Context: an optimization exercise on an open-source flow, tuned for a short achievable clock period and few clock cycles. The choices shown serve that exercise and are no tape-out recipe. In this exercise RTL edits were held to simulation tests only and were not proved equivalent to the original. Power is estimated from default activity; no workload was simulated.

File: design/flow/run.sh
#!/bin/bash
# synth_recipe.tcl (not shown) runs the flow's synth.tcl, then flattens the netlist and writes it again
# the make line also repeats each setting of config.mk as NAME=value (left out here)
make -C /OpenROAD-flow-scripts/flow DESIGN_CONFIG=/design/flow/config.mk WORK_HOME=/design/flow/orfs CLKGATE_MAP_FILE= SYNTH_SCRIPT=/design/flow/synth_recipe.tcl finish
File: design/flow/config.mk
export PLATFORM = sky130hd
export DESIGN_NAME = rv32i_cpu
export DESIGN_NICKNAME = rv32i_cpu
export VERILOG_FILES = /design/flow/design.v
export SDC_FILE = /design/flow/constraint.sdc
export NUM_CORES = 4
export LEC_CHECK = 0
export ABC_CLOCK_PERIOD_IN_PS = 2500
export CAP_MARGIN = 20
export CORE_MARGIN = 2
export CORE_UTILIZATION = 40
export SETUP_SLACK_MARGIN = 5
export SLEW_MARGIN = 20
File: design/flow/constraint.sdc
create_clock -name core_clock -period 8.0 [get_ports {clk}]
set_input_delay 1.6000 -clock core_clock [delete_from_list [all_inputs] [get_ports {clk}]]
set_output_delay 1.6000 -clock core_clock [all_outputs]
set_load 0.01 [all_outputs]
File: design/flow/design.v
`timescale 1ns / 1ps
module rv32i_cpu (
    input  wire        clk,
    input  wire        reset,
    output wire [31:0] imem_addr,
    input  wire [31:0] imem_rdata,
    output wire [31:0] dmem_addr,
    output wire [31:0] dmem_wdata,
    output wire        dmem_we,
    output wire [3:0]  dmem_be,
    input  wire [31:0] dmem_rdata
);
    reg  [29:0] pa;
    reg  [7:0]  pt;
    wire [29:0] pc = {pa[29:8], pa[7:0] | pt};
    wire        c8 = &pc[7:0];
    reg         f_valid;
    reg  [29:0] f_pc;
    reg  [31:0] f_ins;
    reg  [29:0] f_pc1;                             
    reg  [10:0] f_tbl;                             
    reg         f_lxhit;                           
    reg         f_r, f_i, f_ld, f_st, f_br, f_jal, f_jalr, f_lui, f_auipc;
    reg         f_use1, f_use2, f_brs2, f_wr;
    reg         lx_valid;
    reg  [7:0]  lx_pc;
    reg         e_wr, e_ld, e_st;                  
    reg         e_beq;                             
    reg         e_jalu;                            
    reg         e_blt;                             
    reg         e_jalr;                            
    reg  [3:0]  e_rd;
    reg  [31:0] e_a, e_b, e_bx, e_sd, e_pass;      
    reg         r_sum, r_xor, r_or, r_and, r_sll, r_sr, r_slt, r_sltu, r_pass;
    reg         e_sub, e_sra;
    reg  [2:0]  e_f3;
    reg         e_pred;                            
    reg         e_k;                               
    reg         e_addi;                            
    reg  [31:0] e_nimm;                            
    reg  [31:0] e_nimm2;                           
    reg         e_d_m;                             
    reg  [31:0] e_sa;                              
    reg  [4:0]  e_sh;                              
    reg  [29:0] e_alt;                             
    reg         m_wr, m_we, m_mis;                 
    reg         m_ld, m_jalr;
    reg  [3:0]  m_rd;
    reg  [31:0] m_res;
    reg  [29:0] m_alt;
    reg  [29:0] m_tgt;                             
    reg  [2:0]  m_f3;
    reg  [3:0]  m_be;
    reg  [31:0] m_wdata;
    reg         w_wr;
    reg  [3:0]  w_rd;
    reg  [31:0] w_val;
    reg  [31:0] rf [0:15];
    reg  [15:0] rfv;
    wire        stall;
    wire        id_redirect;
    wire        id_redir0;                         
    wire [29:0] id_target;
    wire        ex_redirect;
    wire [29:0] ex_target;
    wire        mem_redirect = m_mis;
    wire [29:0] mem_target   = m_jalr ? m_tgt : m_alt;
    wire [31:0] fi = imem_rdata;
    wire fi_br  = (fi[6:0] == 7'b1100011);
    wire fi_jal = (fi[6:0] == 7'b1101111);
    wire [7:0]  blo  = {fi[29:25], fi[11:9]};
    wire [8:0]  bsum = {1'b0, pc[7:0]} + {1'b0, blo};
    wire lx_hit = lx_valid & (pc[7:0] == lx_pc);
    wire take_bb = fi_br & fi[31] & fi[30] & fi[7] & bsum[8] & ~lx_hit;
    wire same_rs = (fi[18:15] == fi[23:20]);
    wire f3_eqge = (fi[14:12] == 3'b000) | (fi[14:12] == 3'b101) | (fi[14:12] == 3'b111);
    wire take_bf = fi_br & ~fi[31] & ~fi[30] & ~fi[7] & ~bsum[8] & same_rs & f3_eqge;
    wire take_b = take_bb | take_bf;
    wire [7:0]  jlo  = fi[29:22];
    wire [8:0]  jsum = {1'b0, pc[7:0]} + {1'b0, jlo};
    wire j_short = (fi[30] == fi[31]) & (fi[20] == fi[31]) & (fi[19:12] == {8{fi[31]}});
    wire take_j = fi_jal & j_short & (jsum[8] == fi[31]);
    wire take   = (take_b | take_j) & ~c8;
    wire [29:0] pc_inc   = pc + 30'd1;
    wire [29:0] fi_bw    = {{20{fi[31]}}, fi[7], fi[30:25], fi[11:9]};
    wire [29:0] fi_jw    = {{12{fi[31]}}, fi[19:12], fi[20], fi[30:22]};
    wire [7:0]  t_lo     = fi_jal ? jsum[7:0] : bsum[7:0];
    wire        ex_go   = ex_redirect & ~mem_redirect;
    wire        seq      = ~mem_redirect & ~id_redir0 & ~stall;
    wire        hold     = ~mem_redirect & ~id_redir0 & stall;
    wire [29:0] pa_other = mem_redirect ? mem_target : id_redir0 ? id_target : pa;
    wire        s_inc    = ~ex_go & seq & ~take;   
    wire        s_tgt    = ~ex_go & seq &  take;
    wire        s_oth    = ~ex_go & ~seq;
    wire        s_hold   = ~ex_go & hold;
    wire [21:0] pa_hi_next = ex_go ? ex_target[29:8] : seq ? pc_inc[29:8] : pa_other[29:8];
    wire [7:0]  pa_lo_next = ({8{ex_go}} & ex_target[7:0]) | ({8{s_inc}} & pc_inc[7:0]) |
                             ({8{s_oth}} & pa_other[7:0]);
    wire [29:0] pa_next  = {pa_hi_next, pa_lo_next};
    wire [7:0]  pt_next  = ({8{s_tgt}} & t_lo) | ({8{s_hold}} & pt);
    assign imem_addr = {pc, 2'b00};
    always @(posedge clk or posedge reset) begin
        if (reset) begin
            pa <= 30'd0;
            pt <= 8'd0;
        end else begin
            pa <= pa_next;
            pt <= pt_next;
        end
    end
    always @(posedge clk or posedge reset) begin
        if (reset)
            f_valid <= 1'b0;
        else
            f_valid <= ~ex_go & ~mem_redirect & ~id_redir0 & (f_valid | ~stall);
    end
    wire fd_r     = (fi[6:0] == 7'b0110011);
    wire fd_i     = (fi[6:0] == 7'b0010011);
    wire fd_ld    = (fi[6:0] == 7'b0000011);
    wire fd_st    = (fi[6:0] == 7'b0100011);
    wire fd_jal   = (fi[6:0] == 7'b1101111);
    wire fd_jalr  = (fi[6:0] == 7'b1100111);
    wire fd_lui   = (fi[6:0] == 7'b0110111);
    wire fd_auipc = (fi[6:0] == 7'b0010111);
    always @(posedge clk) begin
        if (!stall) begin
            f_pc     <= pc;
            f_pc1    <= pc_inc;
            f_tbl    <= {1'b0, pc[9:0]} + {1'b0, fi_bw[9:0]};
            f_lxhit  <= lx_hit;
            f_ins    <= fi;
            f_r      <= fd_r;
            f_i      <= fd_i;
            f_ld     <= fd_ld;
            f_st     <= fd_st;
            f_br     <= fi_br;
            f_jal    <= fd_jal;
            f_jalr   <= fd_jalr;
            f_lui    <= fd_lui;
            f_auipc  <= fd_auipc;
            f_use1   <= fd_r | fd_i | fd_ld | fd_st | fi_br | fd_jalr;
            f_use2   <= fd_r | fd_st | fi_br;
            f_brs2   <= fd_r | fi_br;
            f_wr     <= (fd_r | fd_i | fd_ld | fd_jal | fd_jalr | fd_lui | fd_auipc) &
                        (fi[10:7] != 4'd0);
        end
    end
    wire [2:0] f3  = f_ins[14:12];
    wire [3:0] rd  = f_ins[10:7];
    wire [3:0] rs1 = f_ins[18:15];
    wire [3:0] rs2 = f_ins[23:20];
    wire [31:0] imm_i  = {{20{f_ins[31]}}, f_ins[31:20]};
    wire [29:0] imm_jw = {{12{f_ins[31]}}, f_ins[19:12], f_ins[20], f_ins[30:22]};
    wire [31:0] imm_s  = {{20{f_ins[31]}}, f_ins[31:25], f_ins[11:7]};
    wire [29:0] pc_p1  = f_pc1;
    wire [19:0] pc_up  = f_pc[29:10] + f_ins[31:12];
    wire [31:0] d_pass = f_lui   ? {f_ins[31:12], 12'b0} :
                         f_auipc ? {pc_up, f_pc[9:0], 2'b00} : {pc_p1, 2'b00};
    wire [8:0]  d_bsum  = {1'b0, f_pc[7:0]} + {1'b0, f_ins[29:25], f_ins[11:9]};
    wire        f_c8    = &f_pc[7:0];
    wire        f_bpred = ~f_c8 & ((f_br & f_ins[31] & f_ins[30] & f_ins[7] & d_bsum[8] & ~f_lxhit) |
                          (f_br & ~f_ins[31] & ~f_ins[30] & ~f_ins[7] & ~d_bsum[8] &
                           (f_ins[18:15] == f_ins[23:20]) &
                           ((f3 == 3'b000) | (f3 == 3'b101) | (f3 == 3'b111))));
    wire [8:0]  d_jsum  = {1'b0, f_pc[7:0]} + {1'b0, f_ins[29:22]};
    wire        d_jshort = (f_ins[30] == f_ins[31]) & (f_ins[20] == f_ins[31]) &
                           (f_ins[19:12] == {8{f_ins[31]}});
    wire        f_jpred = ~f_c8 & d_jshort & (d_jsum[8] == f_ins[31]);
    wire [19:0] tb_hi  = (f_tbl[10] == f_ins[31]) ? f_pc[29:10] :
                         f_tbl[10] ? (f_pc[29:10] + 20'd1) : (f_pc[29:10] - 20'd1);
    wire [29:0] alt_b  = {tb_hi, f_tbl[9:0]};
    wire j_fuse = f_jalr & e_wr & (e_rd == rs1) & r_pass;
    wire [31:0] j_sum = e_pass + imm_i;
    wire z_fuse = f_br & ~f3[2] & (rs2 == 4'd0) & e_wr & (e_rd == rs1) & e_addi;
    wire z_zero = (e_a == e_nimm);
    wire z_taken = z_zero ^ f3[0];
    wire z_mis  = z_fuse & (z_taken ^ f_bpred);
    wire j_mis  = f_jal & ~f_jpred;                
    assign id_redir0   = f_valid & (j_fuse | z_mis) & ~mem_redirect;
    assign id_redirect = id_redir0 & ~ex_redirect;
    assign id_target   =                          j_fuse ? j_sum[31:2] :
                         z_taken ? alt_b : pc_p1;
    wire d_pred = z_fuse ? z_taken : f_bpred;
    wire lx_set = f_valid & z_fuse & f3[0] & z_taken & (e_a == e_nimm2) &
                  ~mem_redirect & ~ex_redirect;
    always @(posedge clk or posedge reset) begin
        if (reset)
            lx_valid <= 1'b0;
        else if (lx_set)
            lx_valid <= 1'b1;
        else if (lx_hit & ~stall)
            lx_valid <= 1'b0;
    end
    always @(posedge clk) begin
        if (lx_set)
            lx_pc <= f_pc[7:0];
    end
    wire [29:0] d_alt  = f_jal ? (f_pc + imm_jw) : d_pred ? pc_p1 : alt_b;
    reg  [31:0] ld_val;
    wire [31:0] mem_val = m_ld ? ld_val : m_res;
    wire [31:0] rf1 = (rs1 != 4'd0 && rfv[rs1]) ? rf[rs1] : 32'd0;
    wire [31:0] rf2 = (rs2 != 4'd0 && rfv[rs2]) ? rf[rs2] : 32'd0;
    wire a_mem = m_wr & (m_rd == rs1);
    wire a_wb  = w_wr & (w_rd == rs1);
    wire b_mem = m_wr & (m_rd == rs2);
    wire b_wb  = w_wr & (w_rd == rs2);
    wire [31:0] d_v1 = a_mem ? mem_val : (a_wb ? w_val : rf1);
    wire [31:0] d_v2 = b_mem ? mem_val : (b_wb ? w_val : rf2);
    wire [31:0] d_b   = f_brs2 ? d_v2 : (f_st ? imm_s : imm_i);
    wire        d_sub = (f_r & f_ins[30] & f3 == 3'b000) |
                        ((f_r | f_i) & f3[2:1] == 2'b01) | f_br;
    wire d_shift = (f_r | f_i) & (f3[1:0] == 2'b01);
    wire a_ex = e_wr & (e_rd == rs1);
    wire b_ex = e_wr & (e_rd == rs2) & f_brs2;
    wire d_ex = e_wr & (e_rd == rs2);
    assign stall = f_valid & e_ld & ((f_use1 & (e_rd == rs1)) | (f_use2 & (e_rd == rs2)));
    wire kill = mem_redirect | ex_redirect | stall | ~f_valid;
    always @(posedge clk or posedge reset) begin
        if (reset) begin
            e_wr   <= 1'b0;
            e_ld   <= 1'b0;
            e_st   <= 1'b0;
            e_beq  <= 1'b0;
            e_jalu <= 1'b0;
            e_blt  <= 1'b0;
            e_jalr <= 1'b0;
        end else begin
            e_wr   <= f_wr & ~kill;
            e_ld   <= f_ld & f_wr & ~kill;
            e_st   <= f_st & ~kill;
            e_beq  <= f_br & ~f3[2] & ~kill;
            e_jalu <= j_mis & ~kill;
            e_blt  <= f_br & f3[2] & ~kill;
            e_jalr <= f_jalr & ~j_fuse & ~kill;
        end
    end
    wire [31:0] sum;
    wire [31:0] res_o;                             
    wire a_s  = a_ex & r_sum;
    wire a_o  = a_ex & ~r_sum;
    wire b_s  = b_ex & r_sum;
    wire b_o  = b_ex & ~r_sum;
    wire [31:0] A, B;                              
    wire [32:0] ad;                                
    wire [31:0] fa_d  = ({32{a_s}} & sum) | ({32{a_o}} & res_o) | ({32{~a_ex}} & d_v1);
    wire [31:0] fb_d  = ({32{b_s}} & sum) | ({32{b_o}} & res_o) | ({32{~b_ex}} & d_b);
    wire [31:0] fbx_d = ({32{b_s & ~d_sub}} & sum) | ({32{b_s & d_sub}} & ~sum) |
                        ({32{b_o}} & (res_o ^ {32{d_sub}})) |
                        ({32{~b_ex}} & (d_b ^ {32{d_sub}}));
    wire [31:0] fm_d  = r_sum ? sum : res_o;
    wire c_x   = A[31] ^ B[31];                    
    wire c_lt  = r_slt & ~c_x;                     
    wire c_lta = r_slt & c_x & A[31];              
    wire c_o   = ~r_sum & ~r_slt & ~r_sltu;
    wire fa0  = (a_ex & r_sum & ad[0]) | (a_ex & c_lt & ad[31]) | (a_ex & r_sltu & ~ad[32]) |
                (a_ex & c_lta) | (a_ex & c_o & res_o[0]) | (~a_ex & d_v1[0]);
    wire fb0  = (b_ex & r_sum & ad[0]) | (b_ex & c_lt & ad[31]) | (b_ex & r_sltu & ~ad[32]) |
                (b_ex & c_lta) | (b_ex & c_o & res_o[0]) | (~b_ex & d_b[0]);
    wire fbx0 = (b_ex & r_sum & ~d_sub & ad[0]) | (b_ex & r_sum & d_sub & ~ad[0]) |
                (b_ex & c_lt & ~d_sub & ad[31]) | (b_ex & c_lt & d_sub & ~ad[31]) |
                (b_ex & r_sltu & ~d_sub & ~ad[32]) | (b_ex & r_sltu & d_sub & ad[32]) |
                (b_ex & r_slt & c_x & (A[31] ^ d_sub)) |
                (b_ex & c_o & (res_o[0] ^ d_sub)) | (~b_ex & (d_b[0] ^ d_sub));
    wire fm0  = (r_sum & ad[0]) | (c_lt & ad[31]) | (r_sltu & ~ad[32]) | c_lta | (c_o & res_o[0]);
    always @(posedge clk) begin
        e_rd   <= rd;
        e_a    <= {fa_d[31:1], fa0};
        e_b    <= {fb_d[31:1], fb0};
        e_bx   <= {fbx_d[31:1], fbx0};
        e_sd   <= d_v2;
        e_sa   <= {fa_d[31:1], fa0} & {32{d_shift}};
        e_sh   <= {fb_d[4:1], fb0} & {5{d_shift}};
        e_d_m  <= d_ex;
        e_pass <= d_pass;
        r_sum  <= ((f_r | f_i) & f3 == 3'b000) | f_ld | f_st;
        r_sll  <= (f_r | f_i) & f3 == 3'b001;
        r_slt  <= (f_r | f_i) & f3 == 3'b010;
        r_sltu <= (f_r | f_i) & f3 == 3'b011;
        r_xor  <= (f_r | f_i) & f3 == 3'b100;
        r_sr   <= (f_r | f_i) & f3 == 3'b101;
        r_or   <= (f_r | f_i) & f3 == 3'b110;
        r_and  <= (f_r | f_i) & f3 == 3'b111;
        r_pass <= f_jal | f_jalr | f_lui | f_auipc;
        e_sub  <= d_sub;
        e_sra  <= f_ins[30];
        e_f3   <= f3;
        e_pred <= d_pred;
        e_k    <= f3[0] ^ d_pred;
        e_alt  <= d_alt;
        e_addi <= f_i & (f3 == 3'b000);
        e_nimm <= 32'd0 - imm_i;
        e_nimm2 <= 32'd0 - {imm_i[30:0], 1'b0};
    end
    assign A = e_a;
    assign B = e_b;
    wire [31:0] SD = e_d_m ? m_res : e_sd;      
    assign ad = {1'b0, A} + {1'b0, e_bx} + {32'd0, e_sub};
    assign sum = ad[31:0];
    wire ltu = ~ad[32];
    wire lt  = (A[31] ^ B[31]) ? A[31] : ad[31];
    wire eq  = (A == B);
    wire [4:0]  sh   = e_sh;
    wire [31:0] sll  = e_sa << sh;
    wire [32:0] sra_in = {e_sra & e_sa[31], e_sa};
    wire [32:0] sr33 = $signed(sra_in) >>> sh;
    wire [31:0] sr   = sr33[31:0];
    assign res_o = ({32{r_xor}}  & (A ^ B))
                 | ({32{r_or}}   & (A | B))
                 | ({32{r_and}}  & (A & B))
                 | ({32{r_sll}}  & sll)
                 | ({32{r_sr}}   & sr)
                 | ({32{r_pass}} & e_pass);
    assign ex_redirect = (e_beq & (eq ^ e_k)) | e_jalu;
    assign ex_target   = e_alt;
    wire blt_taken = (e_f3[1] ? ltu : lt) ^ e_f3[0];
    wire ex_mis    = e_jalr | (e_blt & (blt_taken ^ e_pred));
    reg [3:0]  st_be;
    reg [31:0] st_data;
    always @(*) begin
        case (e_f3[1:0])
            2'b00: begin
                st_data = {4{SD[7:0]}};
                st_be   = 4'b0001 << sum[1:0];
            end
            2'b01: begin
                st_data = {2{SD[15:0]}};
                st_be   = sum[1] ? 4'b1100 : 4'b0011;
            end
            default: begin
                st_data = SD;
                st_be   = 4'b1111;
            end
        endcase
    end
    always @(posedge clk or posedge reset) begin
        if (reset) begin
            m_wr  <= 1'b0;
            m_we  <= 1'b0;
            m_mis <= 1'b0;
        end else begin
            m_wr  <= e_wr & ~mem_redirect;
            m_we  <= e_st & ~mem_redirect;
            m_mis <= ex_mis & ~mem_redirect;
        end
    end
    always @(posedge clk) begin
        m_ld    <= e_ld;
        m_jalr  <= e_jalr;
        m_rd    <= e_rd;
        m_res   <= {fm_d[31:1], fm0};
        m_alt   <= e_alt;
        m_tgt   <= sum[31:2];
        m_f3    <= e_f3;
        m_be    <= st_be;
        m_wdata <= st_data;
    end
    assign dmem_addr  = m_res;
    assign dmem_wdata = m_wdata;
    assign dmem_we    = m_we;
    assign dmem_be    = m_be;
    always @(*) begin
        case (m_f3[1:0])
            2'b00: begin
                case (m_res[1:0])
                    2'b00: ld_val = {{24{~m_f3[2] & dmem_rdata[7]}},  dmem_rdata[7:0]};
                    2'b01: ld_val = {{24{~m_f3[2] & dmem_rdata[15]}}, dmem_rdata[15:8]};
                    2'b10: ld_val = {{24{~m_f3[2] & dmem_rdata[23]}}, dmem_rdata[23:16]};
                    default: ld_val = {{24{~m_f3[2] & dmem_rdata[31]}}, dmem_rdata[31:24]};
                endcase
            end
            2'b01: begin
                if (m_res[1])
                    ld_val = {{16{~m_f3[2] & dmem_rdata[31]}}, dmem_rdata[31:16]};
                else
                    ld_val = {{16{~m_f3[2] & dmem_rdata[15]}}, dmem_rdata[15:0]};
            end
            default: ld_val = dmem_rdata;
        endcase
    end
    always @(posedge clk or posedge reset) begin
        if (reset)
            w_wr <= 1'b0;
        else
            w_wr <= m_wr;
    end
    always @(posedge clk) begin
        w_rd  <= m_rd;
        w_val <= mem_val;
    end
    always @(posedge clk or posedge reset) begin
        if (reset)
            rfv <= 16'd0;
        else if (w_wr)
            rfv[w_rd] <= 1'b1;
    end
    always @(posedge clk) begin
        if (w_wr)
            rf[w_rd] <= w_val;
    end
endmodule
==> results.cfg, run 1 <==
[outcome]
status = complete, no violations

[finish]
fin_util_pct = 52.6
finalInstanceArea_um2 = 79700
nFillCells = 12800
final_cells = 7822
final_layout_size_suffix_gt1_share_pct = 36.9
area_delta_synth_final_pct = 31.2
nNetsFinal = 5964

[cts]
clock_latency_ns = 0.83
cts_tree = done
htreeDepth = 3
root_buffer = clkbuf_16
numCtsBuffers = 121
cts_hold_buffers = 0
clk_pin_slew_ns = 0.06
cts_sinks = 1138
clockBufferDepth = 3

[flow_run]
drv_cap = 0

[floorplanning]
start_util_pct = 40.1
die_area_um2 = 155000
core_um2 = 151000
die_w_um = 394
rows = 143
die_height_um = 394
io-pin-count = 167

[synthesis]
yosys_warnings = 1
ys_seq_elements = 1138
avgSynthCellArea_um2 = 11.8
synth_edf_count = 630
async_flop_share_pct = 5.89
synthesis.area_um2 = 60700
yosysSeqAreaShare_pct = 48.4
synthFlopType = edfxtp_1
synthCells = 5150
ys_types = 91

[critical_path]
start_kind = register
r2r-start = f_ins[26]
cp_max_fo = 5
cp-endpoint = pa[11]
rr_endpoint = pa[11]
critPathArrivalTime_ns = 4.28
rrSetupSlack_ns = 4.43
criticalPathCategory = register to register
rr_worst_depth = 13
cp.required_ns = 8.71
crit_path_end_kind = register
startpoint = f_ins[26]

[timing]
drv_slew = 0
finalHoldViolCount = 0
fin_crit_sh_pct = 44.6
worstMarginPinSlew_ns = 1.27
fmax_ghz = 0.280
fin_skew_ns = 0.128
relSlewSlack_pct = 14.6
fin_crit_ns = 3.57
rsz0062_at_grt = yes
finalSetupTns_ns = 0
setup_viol = 0

[power]
power_density_nw_per_um2 = 239
p_leak_nw = 29.3
total_power_mw = 19.0
ir_drop_mv = 0.229

[drt]
vias = 49300
drtAntennaViolNets = 0
wl_per_cell_um = 32.2
routed_wl_um = 252000
drt-pass1-iter-count = 5
drc = 0
vias_per_cell = 6.31
drtIter0Drc = 6744

[grt]
overflow = 0
grt_max_degree = 126
grt_pass1_wl_um = 348000
grt_pass1_vias = 46900
antenna_found_initial = 17
gr-usage-all-layers_pct = 31.1

[placement]
dp_cells = 7112
hpwlAfterDp_um = 163000
portBuffers = 164
place_area_um2 = 65000
place_congestion = 1.04

[hold_path]
hold_path_class = register to register
-- worst min-delay path by stage --
| stage | endpoint | slack, ns | start | cells past startpoint |
|---|---|---|---|---|
| 4_1_cts | m_f3[2] | 0.33 | e_f3[2] | 0 |
| 6_report | m_f3[2] | 0.33 | e_f3[2] | 0 |
| 3_3_place_gp | m_f3[2] | 0.32 | e_f3[2] | 0 |
| 3_5_place_dp | m_f3[2] | 0.32 | e_f3[2] | 0 |
| 5_1_grt | m_f3[2] | 0.34 | e_f3[2] | 0 |
| 2_1_floorplan | m_f3[2] | 0.31 | e_f3[2] | 0 |
-- area by class of cell --
class	instances	area (um^2)	share of cell area, %
clock buffers	162	3350	4.20
repair buffers	733	8200	10.3
repair inverters	2	18.8	0.0236
multi-input cells	3506	34200	42.9
flip-flops and latches	1138	29700	37.3
inverters	183	773	0.970
well taps	2030	2540	3.19
clock inverters	64	863	1.08
diodes	4	10.0	0.0126
-- metrics by stage --
step / worst slack (ns) / hold WS (ns)
after detailed placement: 3.07 / 0.317
after global placement: 3.14 / 0.324
after global routing: 4.34 / 0.337
after floorplan: 4.17 / 0.310
after CTS: 4.53 / 0.332
final: 4.43 / 0.333
-- cell usage after synthesis, types with 34 or more instances --
library cell / n / area, um^2
xnor2_1: 173 / 1520
ha_1: 205 / 2560
a31oi_1: 57 / 357
clkbuf_1: 213 / 800
buf_1: 55 / 206
nand3_1: 64 / 320
o211ai_1: 79 / 593
nor2_1: 366 / 1370
xor2_1: 90 / 788
mux2i_1: 154 / 1540
nor4_1: 34 / 213
and3_1: 39 / 244
mux2_2: 36 / 405
o21ai_0: 311 / 1560
inv_1: 175 / 657
a211oi_1: 52 / 390
a21oi_1: 348 / 1740
mux4_2: 390 / 8780
nor3b_1: 74 / 556
dfrtp_1: 67 / 1680
edfxtp_1: 630 / 18900
nand2_1: 388 / 1460
nor2b_1: 55 / 344
dfxtp_1: 441 / 8830
a21o_1: 59 / 443
nor3_1: 69 / 345
-- routing by layer --
| layer | vias up | part of all wire, % | GRT usage (%) |
|---|---|---|---|
| li1 | 20700 | - | - |
| met5 | - | 0.054 | 0 |
| met4 | 18 | 7.0 | 16.8 |
| met3 | 762 | 9.9 | 6.37 |
| met1 | 24900 | 38 | 40.7 |
| met2 | 2947 | 45 | 48.4 |
-- worst max-delay path: stages (launching register included) --
cell and delay (ns):
edfxtp_1 0.42, buf_12 0.15, ha_4 0.27, nand4_1 0.21, a211oi_2 0.40, nor3_4 0.10, mux2i_4 0.23, or4b_4 0.55
a31o_4 0.31, nor2_4 0.28, buf_4 0.18, a21oi_2 0.06, o211ai_1 0.16, o21a_1 0.15
-- cells by family after synthesis --
family,synth area share (%)
compound gates,12.3
mux,17.7
xor+xnor,3.79
flops,48.4
fa+ha+maj,4.49
simple gates,9.82
other cells,0.00617
buf+inv,3.45
-- state kept, by name, indices dropped and copies added (netlist names), 32 cells and up, named ones only --
| register | cells |
|---|---|
| m_wdata | 32 |
| m_res | 32 |
| e_bx | 32 |
| w_val | 32 |
| e_b | 32 |
| e_a | 32 |
| rf | 512 |
| e_sd | 32 |
| e_sa | 32 |
-- layout by cell type, fill, tap and decap left out, drive strengths merged, types with 55 or more instances in the layout --
master / count
o21ai: 315
clkbuf: 171
nand2: 390
a21oi: 349
nor2: 368
nand3: 66
xnor2: 173
nor3b: 74
xor2: 90
o211ai: 79
mux2i: 154
dfrtp: 67
inv: 174
nor3: 69
mux4: 390
buf: 613
edfxtp: 630
ha: 205
a31oi: 57
nor2b: 55
a21o: 59
dfxtp: 441
-- power by group --
part / leakage (nW) / total (mW) / internal (mW) / switching (mW)
Combinational: 16.6 / 5.64 / 2.55 / 3.08
Clock: 2.03 / 5.96 / 3.43 / 2.53
Sequential: 10.6 / 7.43 / 6.79 / 0.633
Total: 29.3 / 19.0 / 12.8 / 6.24
-- what timing repair did --
action,4_1_cts,5_1_grt
buffers inserted,298,126
gates resized for setup,1297,452
pin swaps,224,259
setup endpoints to repair,523,242
gates cloned,48,8
Testbench counts, summed over its fixed seeds: cycles 55,047.
==> run 2: changes to the inputs <==
--- a/design/flow/design.v
+++ b/design/flow/design.v
@@ -74,6 +74,3 @@
     wire take_bb = fi_br & fi[31] & fi[30] & fi[7] & bsum[8] & ~lx_hit;
-    wire same_rs = (fi[18:15] == fi[23:20]);
-    wire f3_eqge = (fi[14:12] == 3'b000) | (fi[14:12] == 3'b101) | (fi[14:12] == 3'b111);
-    wire take_bf = fi_br & ~fi[31] & ~fi[30] & ~fi[7] & ~bsum[8] & same_rs & f3_eqge;
-    wire take_b = take_bb | take_bf;
+    wire take_b = take_bb;
     wire [7:0]  jlo  = fi[29:22];
@@ -160,6 +157,3 @@
     wire        f_c8    = &f_pc[7:0];
-    wire        f_bpred = ~f_c8 & ((f_br & f_ins[31] & f_ins[30] & f_ins[7] & d_bsum[8] & ~f_lxhit) |
-                          (f_br & ~f_ins[31] & ~f_ins[30] & ~f_ins[7] & ~d_bsum[8] &
-                           (f_ins[18:15] == f_ins[23:20]) &
-                           ((f3 == 3'b000) | (f3 == 3'b101) | (f3 == 3'b111))));
+    wire        f_bpred = ~f_c8 & f_br & f_ins[31] & f_ins[30] & f_ins[7] & d_bsum[8] & ~f_lxhit;
     wire [8:0]  d_jsum  = {1'b0, f_pc[7:0]} + {1'b0, f_ins[29:22]};
==> results.cfg, run 2 <==
[grt]
grt_max_degree = 65
gr-usage-all-layers_pct = 30.2
grt_pass1_vias = 47200
antenna_found_initial = 8
grt_pass1_wl_um = 342000
overflow = 0

[drt]
drtIter0Drc = 5761
routed_wl_um = 246000
vias_per_cell = 6.26
drtAntennaViolNets = 0
drc = 0
drt-pass1-iter-count = 8
wl_per_cell_um = 31.6
vias = 48800

[finish]
final_cell_mix = edfxtp_1, buf_4, mux4_2, dfxtp_1, nand2_1
largest_reg_flops = 512
nNetsFinal = 5942
final_layout_size_suffix_gt1_share_pct = 35.7
multi_input_area_um2 = 33900
area_delta_synth_final_pct = 28.8
nFillCells = 12900
regArea_um2 = 29700
regMostFlops = rf
layout_commonest_cell = edfxtp_1

[floorplanning]
die_w_um = 396
rows = 143
io-pin-count = 167
die_area_um2 = 156000
die_height_um = 396
start_util_pct = 40.3
core_um2 = 152000

[synthesis]
async_flop_share_pct = 5.89
yosysSeqAreaShare_pct = 48.0
yosys_warnings = 1
synth_top_cell_by_area = edfxtp_1
synthFlopType = edfxtp_1
ys_seq_elements = 1138
ys_types = 96
synth_area_leaders = edfxtp_1, dfxtp_1, mux4_2
synth_most_common_cell = edfxtp_1
synth_edf_count = 630
yosysTopAreaCellShare_pct = 30.9
avgSynthCellArea_um2 = 11.9
synthesis.area_um2 = 61300
synthCells = 5136
synthTopCellsByCount = edfxtp_1, dfxtp_1, mux4_2

[critical_path]
critPathBufInv = 1
cp_cell_sequence = ha_4, o21ai_0, o21bai_2, and3b_2, nor3b_4, o211ai_1, buf_4, a2111oi_4, o31a_1, nand3_4, mux2_4, and2_4
crit_slowest_cell = a2111oi_4
cp_max_fo = 7
critPathTopFamily = compound AO/OA/AOI/OAI gates
critPathArrivalTime_ns = 4.20
cp.required_ns = 8.64
slowest_delay_ns = 0.42
crit_path_end_kind = register
criticalPathCategory = register to register
start_kind = register

[placement]
hpwlAfterDp_um = 161000
portBuffers = 164
place_congestion = 1.02

[timing]
finalSetupTns_ns = 0
rsz0062_at_grt = yes
relSlewSlack_pct = 26.4
fin_skew_ns = 0.0737
drv_slew = 0
setup_viol = 0
fmax_ghz = 0.281
worstMarginPinSlew_ns = 1.10
fin_crit_sh_pct = 44.4
finalHoldViolCount = 0
fin_crit_ns = 3.56

[power]
total_power_mw = 20.3
ir_drop_mv = 0.223
p_leak_nw = 29.5
power_density_nw_per_um2 = 257

[hold_path]
hold_path_class = register to register

[cts]
cts_hold_buffers = 0
clk_pin_slew_ns = 0.06
htreeDepth = 4
root_buffer = clkbuf_16
clockBufferDepth = 3
cts_sinks = 1138
numCtsBuffers = 130
cts_tree = done
clock_latency_ns = 0.82

[outcome]
status = complete, no violations

[flow_run]
drv_cap = 0
-- run 2: cell count changes after synthesis, sizes merged, moves of 23 or more --
cell	before	now
and2	28	63
nor3b	74	44
mux2	36	66
nand2	390	346
nor2	368	337
a22oi	21	45
a21oi	349	316
o21ai	315	292
-- run 2: layout make-up --
| cell class | instances | share of cell area, % |
|---|---|---|
| diodes | 2 | 0.00634 |
| inverters | 197 | 1.01 |
| well taps | 2030 | 3.22 |
| multi-input cells | 3453 | 43.0 |
| clock inverters | 68 | 1.09 |
| repair buffers | 743 | 9.64 |
| clock buffers | 168 | 4.45 |
| flip-flops and latches | 1138 | 37.6 |
-- run 2: metal layers --
metal / routed length, um / global-route usage (%) / up-vias / part of all wire [%]
met3: 23800 / 6.27 / 692 / 9.7
met5: 38 / 0 / - / 0.015
met4: 16600 / 17.2 / 8 / 6.7
met1: 93200 / 39.0 / 24500 / 38
li1: - / - / 20700 / -
met2: 113000 / 47.2 / 2902 / 46
-- run 2: stage by stage --
| step | setup WS [ns] | hold slack [ns] | util (%) | instance area [um^2] | cells |
|---|---|---|---|---|---|
| detailed placement | 3.17 | 0.321 | 43.0 | 65400 | 7081 |
| global placement | 3.19 | 0.323 | 43.0 | 65400 | 7081 |
| floorplan | 4.04 | 0.310 | - | 61900 | 5137 |
| CTS | 4.58 | 0.316 | 49.8 | 75700 | 7631 |
| global route | 4.41 | 0.334 | 51.9 | 78900 | 7797 |
| finish | 4.44 | 0.301 | 51.9 | 78900 | 7799 |
-- run 2: where the power goes --
group / switching (mW) / internal [mW] / leakage [nW] / total [mW]
clock: 2.68 / 3.38 / 2.11 / 6.06
combinational: 3.56 / 3.11 / 16.8 / 6.67
sequential: 0.713 / 6.85 / 10.5 / 7.56
total: 6.96 / 13.3 / 29.5 / 20.3
-- run 2: timing repair --
item / CTS / global route
buffers inserted: 292 / 154
cloned: 22 / 12
endpoints found under the setup margin: 498 / 260
pin swaps: 194 / 229
resized for setup: 1185 / 388
-- run 2: worst register-to-register path, stage by stage (launching register included) --
cell and delay, ns:
dfxtp_4 0.40, ha_4 0.32, o21ai_0 0.12, o21bai_2 0.24
and3b_2 0.27, nor3b_4 0.34, o211ai_1 0.23, buf_4 0.22
a2111oi_4 0.42, o31a_1 0.26, nand3_4 0.11, mux2_4 0.30
and2_4 0.18
-- run 2: final timing paths --
path	slack, ns	to	cells after the start	from
worst max-delay path	4.44	e_sa[0]	12	e_a[9]
worst min-delay path	0.30	m_alt[27]	0	e_alt[27]
worst max register to register	4.44	e_sa[0]	12	e_a[9]
worst min register to register	0.30	m_alt[27]	0	e_alt[27]
max in group asynchronous	5.54	m_mis	3	reset
min in group asynchronous	1.23	pt[2]	2	reset
-- run 2: cell families after synthesis --
family | synth area share (%)
buf+inv | 3.76
mux | 18.4
fa+ha+maj | 4.44
xor+xnor | 3.72
other cells | 0.00612
simple gates | 9.01
compound gates | 12.6
flops | 48.0
Testbench counts of run 2, summed over its fixed seeds: cycles 55,425.

==> re-timing with driven ports <==
In the flow no input, the clock included, has a driving cell. The finished layouts below were timed again as built, in two steps. Step 1 sets driving cells, clkbuf_16 on the clock port and buf_2 on the other inputs (assumed; they add their load-dependent delay and slew). Step 2, shift: input delay + t, output delay - t, t = (earliest + latest rising clock arrival at the registers) / 2. This alone moves slack from input paths to output paths. Slacks: no drivers / after step 1 / after step 2; pairs: no drivers / after step 1.
run | t, ns | setup WS [ns] | worst hold slack (ns) | worst setup path after step 2 | cell pins on the clock port's net
run 1 | 0.852 | 4.431 / 4.431 / 3.823 | 0.333 / 0.333 / 0.333 | input to register | 1
run 2 | 0.867 | 4.444 / 4.444 / 3.836 | 0.301 / 0.301 / 0.301 | input to register | 1
After both steps setup and hold are still met in every run listed.
